Background: an optimization exercise with open tools, aiming at small area. Do not read the settings as production practice. At most, simulation tests tie the RTL to the original design; equivalence was not proved. Power and IR drop assume default switching activity.

// magnitude_wrapper
module magnitude_wrapper(
	input aclk,
	input aresetn,
	input s_i_data_valid,
	output reg s_o_data_ready,
	input [31:0] s_i_data,
	output reg m_o_data_valid,
	input m_i_data_ready,
	output [31:0] m_o_data
    );
For scale: ~560 cells after synthesis, roughly 110 flip-flops, roughly 7000 um2 of cells after synthesis.
export LEC_CHECK = 0
export CAP_MARGIN = 20
export CORE_MARGIN = 2
export CORE_UTILIZATION = 40
export SLEW_MARGIN = 20
export SYNTH_HIERARCHICAL = 1
export SYNTH_MINIMUM_KEEP_SIZE = 0
create_clock -name core_clock -period 10.0 [get_ports {aclk}]
standard.sh (not shown) runs the stock make flow with config.mk's settings and CLKGATE_MAP_FILE= SYNTH_SCRIPT=/design/flow/synth_recipe.tcl, a recipe that flattens the netlist after the stock synthesis.
==> flow/flow/run.sh <==
#!/bin/bash
# Standard layout, but the port buffers are the smallest plain buffer and
# the clock tree uses smaller buffers without dummy loads.
set -euo pipefail
export BUFFER_PORTS_ARGS="-buffer_cell sky130_fd_sc_hd__buf_1"
export CTS_ARGS="-sink_clustering_enable -repair_clock_nets -dont_use_dummy_load -buf_list sky130_fd_sc_hd__clkbuf_8"
bash standard.sh finish > standard_flow.log 2>&1
Next try:
--- a/flow/flow/run.sh
+++ b/flow/flow/run.sh
@@ -6,2 +6,3 @@
 export CTS_ARGS="-sink_clustering_enable -repair_clock_nets -dont_use_dummy_load -buf_list sky130_fd_sc_hd__clkbuf_8"
+export GPL_KEEP_OVERFLOW=0
 bash standard.sh finish > standard_flow.log 2>&1
After rerunning:
- The new run completed without violations
- setup slack got worse by 250 ps
- clock-buffer cell count stays the same
- power is about the same
- worst hold slack improved by 18 ps
- global-route usage barely changes
- cell area climbs by 2.3%
- routed wire length climbs by 0.65%
- via count climbs by about 3.7%
Next try:
==> flow/run.sh (new file) <==
#!/bin/bash
# synth_recipe.tcl (not shown) runs the flow's synth.tcl, then flattens the netlist and writes it again
# the make line also repeats each setting of config.mk as NAME=value (left out here)
make -C /OpenROAD-flow-scripts/flow DESIGN_CONFIG=/design/flow/config.mk WORK_HOME=/design/flow/orfs CLKGATE_MAP_FILE= SYNTH_SCRIPT=/design/flow/synth_recipe.tcl finish
removed: flow/flow/run.sh
removed: flow/standard.sh
=>
- global-route usage rises by 0.51 points
- hold slack gets worse by 11 ps
- worst setup slack gets better by 14 ps
- combinational power rises by about 5%
- utilization rises by 2.9 points

* * *

== P ==
magnitude_wrapper, a different RTL version from the one above (not shown whole).
For scale: ~70 I/O pins, roughly 7200 um^2 of cells after synthesis.
// magnitude_wrapper
module magnitude_wrapper(
	input aclk,
	input aresetn,
	input s_i_data_valid,
	output reg s_o_data_ready,
	input [31:0] s_i_data,
	output reg m_o_data_valid,
	input m_i_data_ready,
	output [31:0] m_o_data
    );
export LEC_CHECK = 0
export CAP_MARGIN = 20
export CORE_MARGIN = 2
export CORE_UTILIZATION = 40
export SLEW_MARGIN = 20
export SYNTH_HIERARCHICAL = 1
export SYNTH_MINIMUM_KEEP_SIZE = 0
create_clock -name core_clock -period 10.0 [get_ports {aclk}]
==> flow/flow/run.sh <==
#!/bin/bash
# Standard layout, but the port buffers are the smallest plain buffer.
set -euo pipefail
export BUFFER_PORTS_ARGS="-buffer_cell sky130_fd_sc_hd__buf_1"
bash standard.sh finish > standard_flow.log 2>&1
The inputs of Q differ from those of P as listed below.
# P
export LEC_CHECK = 0
export CAP_MARGIN = 20
export CORE_MARGIN = 2
export CORE_UTILIZATION = 40
export SLEW_MARGIN = 20
export SYNTH_HIERARCHICAL = 1
export SYNTH_MINIMUM_KEEP_SIZE = 0
create_clock -name core_clock -period 10.0 [get_ports {aclk}]
# Q
export LEC_CHECK = 0
export CAP_MARGIN = 20
export CORE_MARGIN = 2
export CORE_UTILIZATION = 40
export GPL_TIMING_DRIVEN = 0
export SLEW_MARGIN = 20
export SYNTH_HIERARCHICAL = 1
export SYNTH_MINIMUM_KEEP_SIZE = 0
create_clock -name core_clock -period 10.0 [get_ports {aclk}]
--- a/flow/flow/run.sh
+++ b/flow/flow/run.sh
@@ -2 +2,2 @@
-# Standard layout, but the port buffers are the smallest plain buffer.
+# Standard layout, but the port buffers are the smallest plain buffer and
+# the clock tree uses smaller buffers without dummy loads.
@@ -4,0 +6 @@
+export CTS_ARGS="-sink_clustering_enable -repair_clock_nets -dont_use_dummy_load -buf_list sky130_fd_sc_hd__clkbuf_8"
Notes after the runs:
- Complex-gate fraction of the synthesized area came out exactly the same in Q and P.
- On worst setup slack: between Q and P, it ends up lower for Q.
- Q against P: clock share of power lost 5.0 points; total power lost about 4.4%; met3 wire length lost 83 um.
- Count of clock-buffer cells in the layout came out exactly the same in Q and P.
- On Q: pin count of the biggest net entering global routing is 5.7% higher than what P gave.
- The number of ordinary and repair buffers in the finished layout reported for Q is greater than that of P by about 50%.
- On post-route cell area, Q does worse than P.
- Reported for Q and P, number of well-tap cells placed turned out identical to the last digit.

* * *

Another version of the RTL of magnitude_wrapper (not shown whole).
Size in the first run: roughly 570 cells after synthesis, ~110 flip-flops, about 70 I/O pins.
Settings: LEC_CHECK=0, CAP_MARGIN=20, CORE_MARGIN=2, CORE_UTILIZATION=40, SLEW_MARGIN=20, SYNTH_HIERARCHICAL=1, SYNTH_MINIMUM_KEEP_SIZE=0; clock period 10.0 ns.
run.sh (not shown) runs the stock make flow with config.mk's settings and CLKGATE_MAP_FILE= SYNTH_SCRIPT=/design/flow/synth_recipe.tcl, a recipe that flattens the netlist after the stock synthesis.
Stock flow here: none of the scripts above is used.
Edit:
==> flow/flow/run.sh (new file) <==
#!/bin/bash
# Standard layout, but the port buffers are the smallest plain buffer and
# the clock tree uses smaller buffers without dummy loads.
set -euo pipefail
export BUFFER_PORTS_ARGS="-buffer_cell sky130_fd_sc_hd__buf_1"
export CTS_ARGS="-sink_clustering_enable -repair_clock_nets -dont_use_dummy_load -buf_list sky130_fd_sc_hd__clkbuf_8"
bash standard.sh finish > standard_flow.log 2>&1
==> flow/standard.sh (new file) <==
#!/bin/bash
# synth_recipe.tcl (not shown) runs the flow's synth.tcl, then flattens the netlist and writes it again
# the make line also repeats each setting of config.mk as NAME=value (left out here)
make -C /OpenROAD-flow-scripts/flow DESIGN_CONFIG=/design/flow/config.mk WORK_HOME=/design/flow/orfs CLKGATE_MAP_FILE= SYNTH_SCRIPT=/design/flow/synth_recipe.tcl "${@:-finish}"
GPL_TIMING_DRIVEN = 0   (was unset)
removed: flow/run.sh
Outcome:
- The new run finished clean
- synthesized area does not change
- final cell count increases by a few percent
- hold slack gets better by 5.2 ps
- combinational power decreases by a few percent

* * *

magnitude_wrapper, a different RTL version from the one above (not shown whole).
For scale: about 110 flip-flops, roughly 70 I/O pins, ~7000 µm² of cells after synthesis.
==> flow/config.mk <==
export PLATFORM = sky130hd
export DESIGN_NAME = magnitude_wrapper
export DESIGN_NICKNAME = magnitude_wrapper
export VERILOG_FILES = /design/flow/design.v
export SDC_FILE = /design/flow/constraint.sdc
export NUM_CORES = 4
export LEC_CHECK = 0
export CAP_MARGIN = 20
export CORE_MARGIN = 2
export CORE_UTILIZATION = 40
export SLEW_MARGIN = 20
export SYNTH_HIERARCHICAL = 1
export SYNTH_MINIMUM_KEEP_SIZE = 0
==> flow/constraint.sdc <==
create_clock -name core_clock -period 10.0 [get_ports {aclk}]
set_input_delay 2.0000 -clock core_clock [delete_from_list [all_inputs] [get_ports {aclk}]]
set_output_delay 2.0000 -clock core_clock [all_outputs]
set_load 0.01 [all_outputs]
standard.sh (not shown) runs the stock make flow with config.mk's settings and CLKGATE_MAP_FILE= SYNTH_SCRIPT=/design/flow/synth_recipe.tcl, a recipe that flattens the netlist after the stock synthesis.
==> flow/flow/run.sh <==
#!/bin/bash
# Standard layout, but the port buffers are the smallest plain buffer and
# the clock tree uses smaller buffers without dummy loads.
set -euo pipefail
export BUFFER_PORTS_ARGS="-buffer_cell sky130_fd_sc_hd__buf_1"
export CTS_ARGS="-sink_clustering_enable -repair_clock_nets -dont_use_dummy_load -buf_list sky130_fd_sc_hd__clkbuf_8"
bash standard.sh finish > standard_flow.log 2>&1
The baseline went through all stages and came out clean.
==> next run, changes <==
- CORE_UTILIZATION: 40 -> 65
Design area drops by 1.7%.
Wire length drops by 1.4%.
Combinational power is about the same.
Non-clock buffer count drops by 4.
Utilization climbs by 27 points.
Synthesized cell count stays the same.
Final cell count drops by 9.9%.
Sequential power hardly moves.
Worst setup slack is worse by 0.20 ns.
No functional check of the RTL was part of any run of this note.

* * *

v28:
magnitude_wrapper with an RTL version that a note above also has.
Size in the first run: roughly 580 cells after synthesis, about 110 flip-flops, roughly 7200 sq um of cells after synthesis.
Settings: LEC_CHECK=0, CAP_MARGIN=20, CORE_MARGIN=2, CORE_UTILIZATION=40, SLEW_MARGIN=20, SYNTH_HIERARCHICAL=1, SYNTH_MINIMUM_KEEP_SIZE=0; clock period 10.0 ns.
Scripts as last shown in full above: flow/flow/run.sh
## Diff of input files: v5 against v28
==> flow/run.sh (new file) <==
#!/bin/bash
# synth_recipe.tcl (not shown) runs the flow's synth.tcl, then flattens the netlist and writes it again
# the make line also repeats each setting of config.mk as NAME=value (left out here)
make -C /OpenROAD-flow-scripts/flow DESIGN_CONFIG=/design/flow/config.mk WORK_HOME=/design/flow/orfs CLKGATE_MAP_FILE= SYNTH_SCRIPT=/design/flow/synth_recipe.tcl finish
removed: flow/flow/run.sh
removed: flow/standard.sh
## What came out
Non-clock buffer share of cell area: v5 higher than v28
Against v28 as the reference, v5 delivers a higher total power draw.
v5 gives less sequential share of layout area than v28 did.
v5 ended up with a lower clock-pin slew on the worst setup and hold paths than v28 did.
Sort v5 and v28 by worst setup slack for register-to-register paths desc -> top: v5
Against v28, v5 comes in 350 ps lower on smallest setup slack after layout.
For v28, the launching instance or port of the critical path was s_i_data[0], unlike v5, where it was s_i_data[5].
The standard cells in v5 occupy more silicon area than those in v28 do.
Comparing v5 and v28, the lower part of the power in the clock network was measured on v28.
On clock-cell share of area, the lower figure sits with v28, not v5.

what the ideal ports hide:
The flow's constraints put no driver on any port. The routed layouts listed below were extracted and timed again, unchanged, in two steps. Step 1, drivers: a clkbuf_16 drives aclk and a buf_2 each remaining input, both assumed. Step 2 also shifts input and output timing later by t, the mid clock arrival at the registers, as if the neighbouring blocks saw the same clock. a / b / c = ideal / step 1 / step 2; a / b = the first two.
| run | t (ns) | slack for setup (ns) | worst setup path at the end | latest minus earliest clock arrival (ns) | worst register clock-pin slew, ns |
|---|---|---|---|---|---|
| the first run of note 1 | 0.420 | 0.575 / 0.588 / 0.168 | input to register | 0.037 / 0.037 | 0.11 / 0.11 |
| the second run of note 1 | 0.421 | 0.329 / 0.340 / -0.081 | input to register | 0.047 / 0.046 | 0.12 / 0.12 |
| the third run of note 1 | 0.400 | 0.343 / 0.363 / -0.037 | input to register | 0.014 / 0.014 | 0.08 / 0.08 |
| P | 0.404 | 1.803 / 1.816 / 1.412 | input to register | 0.008 / 0.008 | 0.08 / 0.08 |
| Q | 0.417 | 1.202 / 1.211 / 0.793 | input to register | 0.040 / 0.041 | 0.12 / 0.12 |
| the first run of note 3 | 0.402 | 0.351 / 0.370 / -0.032 | input to register | 0.015 / 0.015 | 0.09 / 0.09 |
| the second run of note 3 | 0.416 | 0.315 / 0.331 / -0.085 | input to register | 0.034 / 0.034 | 0.11 / 0.11 |
| the first run of note 4 | 0.413 | 0.519 / 0.539 / 0.126 | input to register | 0.048 / 0.048 | 0.12 / 0.12 |
| the second run of note 4 | 0.415 | 0.315 / 0.329 / -0.087 | input to register | 0.035 / 0.035 | 0.12 / 0.12 |
| v28 | 0.413 | 1.801 / 1.818 / 1.405 | input to register | 0.031 / 0.032 | 0.11 / 0.11 |
| v5 | 0.392 | 1.454 / 1.467 / 1.075 | input to register | 0.006 / 0.006 | 0.08 / 0.08 |
With both steps, setup timing fails in 5 of these runs, where it was met with ideal ports. For the second run of note 1, which loses most, drivers alone change the setup slack by +0.011 ns; drivers and shift together by -0.410 ns.
